This design comes from an exercise in tuning for small area on the open sky130 flow, not from production work.
Where RTL was checked, it was by simulation tests only, not by an equivalence proof against the original.
The clock port is modelled as an ideal driver; clocking choices that lean on that would not hold on a real chip.
Power figures rest on the tool's default switching activity, not on a simulated workload.

==> flow/design.v (excerpt) <==
module task4_2(output [95:0] yout,
               output done,
               input data, start, clk);
Size: ~54 flip-flops, ~100 I/O pins.
Settings: LEC_CHECK=0, CAP_MARGIN=20, CORE_MARGIN=2, CORE_UTILIZATION=40, SLEW_MARGIN=20; clock period 7.0 ns.
standard.sh (not shown) runs the stock make flow with config.mk's settings and CLKGATE_MAP_FILE= SYNTH_SCRIPT=/design/flow/synth_recipe.tcl, a recipe that flattens the netlist after the stock synthesis.
==> flow/flow/run.sh <==
#!/bin/bash
set -uo pipefail
bash standard.sh "BUFFER_PORTS_ARGS=-buffer_cell sky130_fd_sc_hd__buf_1" \
  "CTS_ARGS=-sink_clustering_enable -repair_clock_nets -dont_use_dummy_load -buf_list sky130_fd_sc_hd__clkbuf_16 -sink_clustering_size 64 -sink_clustering_max_diameter 300" \
  finish > standard.log 2>&1
rc=$?
tail -n 30 standard.log
exit $rc
Edit:
==> flow/flow/run.sh (replaced) <==
#!/bin/bash
set -uo pipefail
bash standard.sh "BUFFER_PORTS_ARGS=-buffer_cell sky130_fd_sc_hd__buf_1" \
  "CTS_ARGS=-sink_clustering_enable -repair_clock_nets -dont_use_dummy_load -buf_list sky130_fd_sc_hd__clkbuf_4 -root_buf sky130_fd_sc_hd__clkbuf_8 -tree_buf sky130_fd_sc_hd__clkbuf_4" \
  finish > standard.log 2>&1
rc=$?
tail -n 30 standard.log
exit $rc
Routed wire length came out higher by 0.50%; final area came out lower by 1.6%; global-route usage came out lower by 0.11 points; fmax came out lower by 1.1%; count of clock-buffer cells in the layout stays the same; hold slack gains 0.0037 ns; clock skew is about the same.
Edit:
==> flow/flow/run.sh (replaced) <==
#!/bin/bash
set -uo pipefail
bash standard.sh "BUFFER_PORTS_ARGS=-buffer_cell sky130_fd_sc_hd__buf_1" \
  "CTS_ARGS=-sink_clustering_enable -repair_clock_nets -dont_use_dummy_load -buf_list {sky130_fd_sc_hd__clkbuf_4 sky130_fd_sc_hd__clkbuf_8} -sink_clustering_size 30 -sink_clustering_max_diameter 100" \
  finish > standard.log 2>&1
rc=$?
tail -n 30 standard.log
exit $rc
After rerunning: The new run passed the timing, DRC and antenna checks. Design area is unchanged. Utilization is unchanged. Hold slack stays the same. Power does not change. Sequential cell count stays the same. Area after synthesis stays the same.
Edit:
==> flow/flow/run.sh (replaced) <==
#!/bin/bash
set -uo pipefail
bash standard.sh "BUFFER_PORTS_ARGS=-buffer_cell sky130_fd_sc_hd__buf_1" finish > standard.log 2>&1
rc=$?
tail -n 30 standard.log
exit $rc
The changed run ran to the end with no violations.
Clock-buffer cell count is higher by 1.
Setup slack is better by 0.0054 ns.
Routed wire length is higher by about 0.7%.
No run of this note included a check of the RTL's function; only the layout flow was run.

The RTL this note starts from:
==> flow/design.v <==
module task4_2(output [95:0] yout,
               output done,
               input data, start, clk);
  reg  [5:0]  cnt;      
  reg  [31:0] d;        
  reg  [15:0] g;        
  wire        run = ~cnt[5];    
  assign done = cnt[5] & cnt[0];
  always @(posedge clk or posedge start)
    if (start)      cnt <= 6'd0;
    else if (!done) cnt <= cnt + 6'd1;
  always @(posedge clk)
    if (run) d <= {data, d[31:1]};
  wire first = (cnt == 6'd0);
  wire x = d[31] ^ g[15];       
  always @(posedge clk)
    if (!done) begin
      if (first) g <= 16'h0000;
      else       g <= {g[14] ^ x, ~g[13:2], g[1] ^ x, ~g[0], ~x};
    end
  wire [15:0] r = g ^ 16'h2AB5;
  wire [34:0] dz = {d, 3'b000};            
  wire [31:0] tz = dz[32:1] ^ dz[31:0];    
  wire [31:0] fo = dz[34:3] ^ tz;
  wire [31:0] fe = fo ^ dz[33:2];
  wire [18:0] q  = {d[29], d[30], d[31], r};
  wire [15:0] tq = q[18:3] ^ q[17:2];      
  wire [15:0] co = q[15:0] ^ tq;
  wire [15:0] ce = co ^ q[16:1];
  assign yout = {fo[15], fe[15], fo[11], fe[11], fo[7], fe[7], fo[3], fe[3],
                 fo[14], fe[14], fo[10], fe[10], fo[6], fe[6], fo[2], fe[2],
                 fo[13], fe[13], fo[9], fe[9], fo[5], fe[5], fo[1], fe[1],
                 fo[12], fe[12], fo[8], fe[8], fo[4], fe[4], fo[0], fe[0],
                 fo[31], fe[31], fo[27], fe[27], fo[23], fe[23], fo[19], fe[19],
                 fo[30], fe[30], fo[26], fe[26], fo[22], fe[22], fo[18], fe[18],
                 fo[29], fe[29], fo[25], fe[25], fo[21], fe[21], fo[17], fe[17],
                 fo[28], fe[28], fo[24], fe[24], fo[20], fe[20], fo[16], fe[16],
                 co[0], ce[0], co[4], ce[4], co[8], ce[8], co[12], ce[12],
                 co[1], ce[1], co[5], ce[5], co[9], ce[9], co[13], ce[13],
                 co[2], ce[2], co[6], ce[6], co[10], ce[10], co[14], ce[14],
                 co[3], ce[3], co[7], ce[7], co[11], ce[11], co[15], ce[15]};
endmodule
export LEC_CHECK = 0
export CAP_MARGIN = 20
export CORE_MARGIN = 2
export CORE_UTILIZATION = 40
export SLEW_MARGIN = 20
create_clock -name core_clock -period 7.0 [get_ports {clk}]
==> flow/flow/run.sh <==
#!/bin/bash
# The standard layout with three changes:
#  - after the standard synthesis, flow/xorsyn.py rebuilds the netlist's
#    XOR network (the convolutional-code outputs) with fewer gates; the
#    registers and all other cells are kept as synthesised;
#  - the port buffers are the smallest buffer cell;
#  - clock tree synthesis adds no dummy load cells.
set -uo pipefail
R=orfs/results/${FLOW_PLATFORM}/task4_2/base
KNOBS=("BUFFER_PORTS_ARGS=-buffer_cell sky130_fd_sc_hd__buf_1"
       "CTS_ARGS=-sink_clustering_enable -repair_clock_nets -dont_use_dummy_load")
bash standard.sh "${KNOBS[@]}" synth > synth.log 2>&1 || { tail -n 30 synth.log; exit 1; }
cp "$R/1_2_yosys.v" "$R/1_2_yosys_abc.v"
python3 flow/xorsyn.py "$R/1_2_yosys_abc.v" "$R/1_2_yosys.v" > xorsyn.log 2>&1 || { cat xorsyn.log; exit 1; }
cat xorsyn.log
mv "$R/1_2_yosys.v" "$R/1_2_yosys_xs.v"
python3 flow/clkbuf.py "$R/1_2_yosys_xs.v" "$R/1_2_yosys.v" clk sky130_fd_sc_hd__clkbuf_16 > clkbuf.log 2>&1 || { cat clkbuf.log; exit 1; }
cat clkbuf.log
rm -f "$R/1_synth.odb" "$R/1_synth.sdc"
bash standard.sh "${KNOBS[@]}" finish > standard.log 2>&1
rc=$?
tail -n 30 standard.log
exit $rc
==> flow/flow/clkbuf.py <==
#!/usr/bin/env python3
"""Put one clock buffer between the clock port and every clock pin.

Usage: clkbuf.py IN.v OUT.v PORT CELL
"""
import re
import sys

src, dst, port, cell = sys.argv[1:5]
text = open(src).read()
net = f'{port}_buf'
n = len(re.findall(r'\.CLK\(\s*' + re.escape(port) + r'\s*\)', text))
text = re.sub(r'\.CLK\(\s*' + re.escape(port) + r'\s*\)', f'.CLK({net})', text)
i = text.rindex('endmodule')
text = (text[:i] + f'  wire {net};\n  {cell} _clkroot_ (.A({port}), .X({net}));\n'
        + text[i:])
open(dst, 'w').write(text)
print(f'clkbuf: {n} clock pins now on {cell}')
Other scripts of this flow, unchanged in this note and not shown: flow/flow/xorsyn.py
The starting point finished with timing, DRC and antenna clean.
Rerun with:
--- a/flow/flow/run.sh
+++ b/flow/flow/run.sh
@@ -15,5 +15,2 @@
 cat xorsyn.log
-mv "$R/1_2_yosys.v" "$R/1_2_yosys_xs.v"
-python3 flow/clkbuf.py "$R/1_2_yosys_xs.v" "$R/1_2_yosys.v" clk sky130_fd_sc_hd__clkbuf_16 > clkbuf.log 2>&1 || { cat clkbuf.log; exit 1; }
-cat clkbuf.log
 rm -f "$R/1_synth.odb" "$R/1_synth.sdc"
removed: flow/flow/clkbuf.py
The changed run completed without violations.
Critical path depth does not change.
Sequential share of layout area stays the same.
Clock skew came out higher by 0.0055 ns.
Fmax is about the same.
Clock-buffer cell count is unchanged.
Power drops by 0.49%.
Rerun with:
==> flow/flow/clkbuf.py (new file) <==
#!/usr/bin/env python3
"""Put one clock buffer between the clock port and every clock pin.

Usage: clkbuf.py IN.v OUT.v PORT CELL
"""
import re
import sys

src, dst, port, cell = sys.argv[1:5]
text = open(src).read()
net = f'{port}_buf'
n = len(re.findall(r'\.CLK\(\s*' + re.escape(port) + r'\s*\)', text))
text = re.sub(r'\.CLK\(\s*' + re.escape(port) + r'\s*\)', f'.CLK({net})', text)
i = text.rindex('endmodule')
text = (text[:i] + f'  wire {net};\n  {cell} _clkroot_ (.A({port}), .X({net}));\n'
        + text[i:])
open(dst, 'w').write(text)
print(f'clkbuf: {n} clock pins now on {cell}')
Die area stays the same.
First-iteration DRC count is unchanged.
Routed wire length stays the same.
Sequential cell count is unchanged.
Cell count is unchanged.
Total power stays the same.
Design area stays the same.
Maximum frequency stays the same.
Worst setup slack is unchanged.

build 49:
Another version of the RTL of task4_2 (not shown whole).
Size in the first run: roughly 230 cells after synthesis, ~100 I/O pins, about 2900 µm² of cells after synthesis.
clock: 7.0 ns
lec_check: 0
cap_margin: 20
core_margin: 2
core_utilization: 40
slew_margin: 20
==> flow/flow/run.sh <==
#!/bin/bash
# The standard layout with these changes:
#  - after the standard synthesis, flow/xorsyn.py rebuilds the netlist's
#    XOR network (the convolutional-code outputs) with fewer gates; the
#    registers and all other cells are kept as synthesised;
#  - the port buffers are the smallest buffer cell;
#  - before clock tree synthesis, flow/pre_cts.tcl lets the clock port drive
#    three clock buffers, one per group of nearby registers; clock tree
#    synthesis then has nothing to add and adds no dummy loads.
set -uo pipefail
R=orfs/results/${FLOW_PLATFORM}/task4_2/base
KNOBS=("BUFFER_PORTS_ARGS=-buffer_cell sky130_fd_sc_hd__buf_1"
       "CTS_ARGS=-sink_clustering_enable -repair_clock_nets -dont_use_dummy_load -clk_nets clk"
       "PRE_CTS_TCL=$PWD/flow/pre_cts.tcl")
bash standard.sh "${KNOBS[@]}" synth > synth.log 2>&1 || { tail -n 30 synth.log; exit 1; }
cp "$R/1_2_yosys.v" "$R/1_2_yosys_abc.v"
python3 flow/xorsyn.py "$R/1_2_yosys_abc.v" "$R/1_2_yosys.v" > xorsyn.log 2>&1 || { cat xorsyn.log; exit 1; }
cat xorsyn.log
rm -f "$R/1_synth.odb" "$R/1_synth.sdc"
bash standard.sh "${KNOBS[@]}" finish > standard.log 2>&1
rc=$?
tail -n 30 standard.log
exit $rc
==> flow/flow/pre_cts.tcl <==
# The clock port drives a few clock buffers directly; each buffer drives the
# clock pins of one group of registers (groups by k-means on the register
# positions) and sits at its group's centre. Clock tree synthesis then only
# sees the port's net, whose sinks are these buffers.
set cell sky130_fd_sc_hd__clkbuf_8
set k 3
set block [ord::get_db_block]
set dbu [$block getDbUnitsPerMicron]
set net [$block findNet clk]
set pins {}
foreach it [$net getITerms] {
  set box [[$it getInst] getBBox]
  lappend pins [list [$it getInst] [$it getMTerm] \
    [expr {([$box xMin] + [$box xMax]) / 2.0 / $dbu}] \
    [expr {([$box yMin] + [$box yMax]) / 2.0 / $dbu}]]
}
# k-means, started from points spread along x
set sorted [lsort -real -index 2 $pins]
set n [llength $sorted]
set cx {}
set cy {}
for {set i 0} {$i < $k} {incr i} {
  set p [lindex $sorted [expr {int(($i + 0.5) * $n / $k)}]]
  lappend cx [lindex $p 2]
  lappend cy [lindex $p 3]
}
for {set iter 0} {$iter < 50} {incr iter} {
  set groups {}
  for {set i 0} {$i < $k} {incr i} { lappend groups {} }
  foreach p $pins {
    set best 0
    set bd 1e30
    for {set i 0} {$i < $k} {incr i} {
      set d [expr {abs([lindex $p 2] - [lindex $cx $i]) + abs([lindex $p 3] - [lindex $cy $i])}]
      if {$d < $bd} { set bd $d; set best $i }
    }
    lset groups $best [concat [lindex $groups $best] [list $p]]
  }
  for {set i 0} {$i < $k} {incr i} {
    set g [lindex $groups $i]
    if {[llength $g] == 0} continue
    set sx 0.0; set sy 0.0
    foreach p $g { set sx [expr {$sx + [lindex $p 2]}]; set sy [expr {$sy + [lindex $p 3]}] }
    lset cx $i [expr {$sx / [llength $g]}]
    lset cy $i [expr {$sy / [llength $g]}]
  }
}
for {set i 0} {$i < $k} {incr i} {
  set g [lindex $groups $i]
  if {[llength $g] == 0} continue
  set loads {}
  foreach p $g {
    lappend loads [get_pins "[[lindex $p 0] getName]/[[lindex $p 1] getName]"]
  }
  puts "pre_cts: clock buffer $i for [llength $g] clock pins at ([lindex $cx $i], [lindex $cy $i])"
  insert_buffer -buffer_cell $cell -net clk -load_pins $loads \
    -location [list [lindex $cx $i] [lindex $cy $i]] \
    -buffer_name clkleaf$i -net_name clk_leaf$i
}
Other scripts of this flow, unchanged in this note and not shown: flow/flow/xorsyn.py
Input changes introduced in build 58 (baseline for comparison: build 49):
- PLACE_DENSITY: unset -> 0.75
- CORE_UTILIZATION: 40 -> 55
Findings:
Summary of build 58 over build 49: sequential power flat; global-route met3 utilization went up by 0.37 points.
Routed length on met3 down about 26% in build 58 wrt build 49
Compared with build 49, build 58 is hungrier on power.
On build 58: power share of the combinational group is 0.3 points higher than what build 49 gave.
Compared with build 49, in build 58 post-route standard cell area excluding fillers decreased by 1.1% relative to the old numbers; global placer's final weighted congestion increased by 10% relative to the old numbers; final worst hold slack increased by 0.020 ns relative to the old numbers; number of placement rows decreased by 5 relative to the old numbers.
Input changes introduced in build 8 (baseline for comparison: build 58):
- PLACE_DENSITY removed (was 0.75)
- CORE_UTILIZATION changed from 55 to 40
==> flow/flow/run.sh <==
#!/bin/bash
# The standard layout with three changes:
#  - after the standard synthesis, flow/xorsyn.py rebuilds the netlist's
#    XOR network (the convolutional-code outputs) with fewer gates; the
#    registers and all other cells are kept as synthesised;
#  - the port buffers are the smallest buffer cell;
#  - clock tree synthesis adds no dummy load cells.
set -uo pipefail
R=orfs/results/${FLOW_PLATFORM}/task4_2/base
KNOBS=("BUFFER_PORTS_ARGS=-buffer_cell sky130_fd_sc_hd__buf_1"
       "CTS_ARGS=-sink_clustering_enable -repair_clock_nets -dont_use_dummy_load -clk_nets clk"
       "PRE_CTS_TCL=$PWD/flow/pre_cts.tcl")
bash standard.sh "${KNOBS[@]}" synth > synth.log 2>&1 || { tail -n 30 synth.log; exit 1; }
cp "$R/1_2_yosys.v" "$R/1_2_yosys_abc.v"
python3 flow/xorsyn.py "$R/1_2_yosys_abc.v" "$R/1_2_yosys.v" > xorsyn.log 2>&1 || { cat xorsyn.log; exit 1; }
cat xorsyn.log
rm -f "$R/1_synth.odb" "$R/1_synth.sdc"
bash standard.sh "${KNOBS[@]}" finish > standard.log 2>&1
rc=$?
tail -n 30 standard.log
exit $rc
==> flow/flow/clkbuf.py (new file) <==
#!/usr/bin/env python3
"""Put one clock buffer between the clock port and every clock pin.

Usage: clkbuf.py IN.v OUT.v PORT CELL
"""
import re
import sys

src, dst, port, cell = sys.argv[1:5]
text = open(src).read()
net = f'{port}_buf'
n = len(re.findall(r'\.CLK\(\s*' + re.escape(port) + r'\s*\)', text))
text = re.sub(r'\.CLK\(\s*' + re.escape(port) + r'\s*\)', f'.CLK({net})', text)
i = text.rindex('endmodule')
text = (text[:i] + f'  wire {net};\n  {cell} _clkroot_ (.A({port}), .X({net}));\n'
        + text[i:])
open(dst, 'w').write(text)
print(f'clkbuf: {n} clock pins now on {cell}')
Results
- met2 wire length down 6.9% in build 8 wrt build 58
- Summary of build 8 over build 58: aggregate routed wire length went up 1.1%; routed via count went down 12.
- Delta (build 8 minus build 58): slew at the pin closest to its max-slew limit saw a decrease; overall fraction of global-route tracks in use shrank by 4.7 points.
- Compared with build 58, in build 8 wire length of the first global-routing pass dropped about 6%; final setup violation count level; area overhead of the layout relative to synthesis picked up an extra 1.3 points.
- Of the two values seen for slowest cell on the critical path, xor2_1 was produced by build 58 and edfxtp_1 by build 8.
Relative to build 8, the following input files were edited for build 95:
-- flow/flow/pre_cts.tcl --
<<< build 8, line 4
# sees the port's net, whose sinks are these buffers.
set cell sky130_fd_sc_hd__clkbuf_8
set k 3
set block [ord::get_db_block]
set dbu [$block getDbUnitsPerMicron]
>>> build 95, line 4
# sees the port's net, whose sinks are these buffers.
set cell sky130_fd_sc_hd__clkbuf_8
set k 4
set block [ord::get_db_block]
set dbu [$block getDbUnitsPerMicron]
### Flow results
- Build 95 vs. build 8: total power after layout moved up; shortest period the worst path allows moved down.
- Wire length, build 8 and build 95: smaller value in build 8

[port drivers added, routing unchanged]
The flow's constraints put no driver on any port. The routed layouts listed below were extracted and timed again, unchanged, in two steps. Step 1 (the two cells are an assumption about what drives the block):
set clk [get_ports {clk}]
set_driving_cell -lib_cell sky130_fd_sc_hd__clkbuf_16 $clk
set_driving_cell -lib_cell sky130_fd_sc_hd__buf_2 [delete_from_list [all_inputs] $clk]
Step 2 also shifts input and output timing later by t, the mid clock arrival at the registers, as if the neighbouring blocks saw the same clock. Slacks: ideal / step 1 / step 2; pairs: ideal / step 1.
run	t (ns)	setup slack, ns	worst setup path at the end	worst register clock-pin slew, ns	pins driven straight from the clock port
the first run of note 1	0.311	3.939 / 3.907 / 4.218	register to output	0.06 / 0.06	1
the second run of note 1	0.320	3.906 / 3.879 / 4.198	register to output	0.09 / 0.09	1
the third run of note 1	0.320	3.906 / 3.879 / 4.198	register to output	0.09 / 0.09	1
the fourth run of note 1	0.324	3.911 / 3.884 / 4.208	register to output	0.09 / 0.09	1
the first run of note 2	0.321	3.778 / 3.754 / 4.075	register to output	0.09 / 0.09	1
the second run of note 2	0.320	3.784 / 3.756 / 4.076	register to output	0.10 / 0.10	1
the third run of note 2	0.320	3.784 / 3.756 / 4.076	register to output	0.10 / 0.10	1
build 49	0.211	3.811 / 3.761 / 3.972	register to output	0.12 / 0.12	3
build 58	0.201	3.826 / 3.781 / 3.981	register to output	0.12 / 0.12	3
build 8	0.211	3.811 / 3.761 / 3.972	register to output	0.12 / 0.12	3
build 95	0.205	3.844 / 3.784 / 3.989	register to output	0.10 / 0.10	4
After both steps every run listed still meets setup and hold.
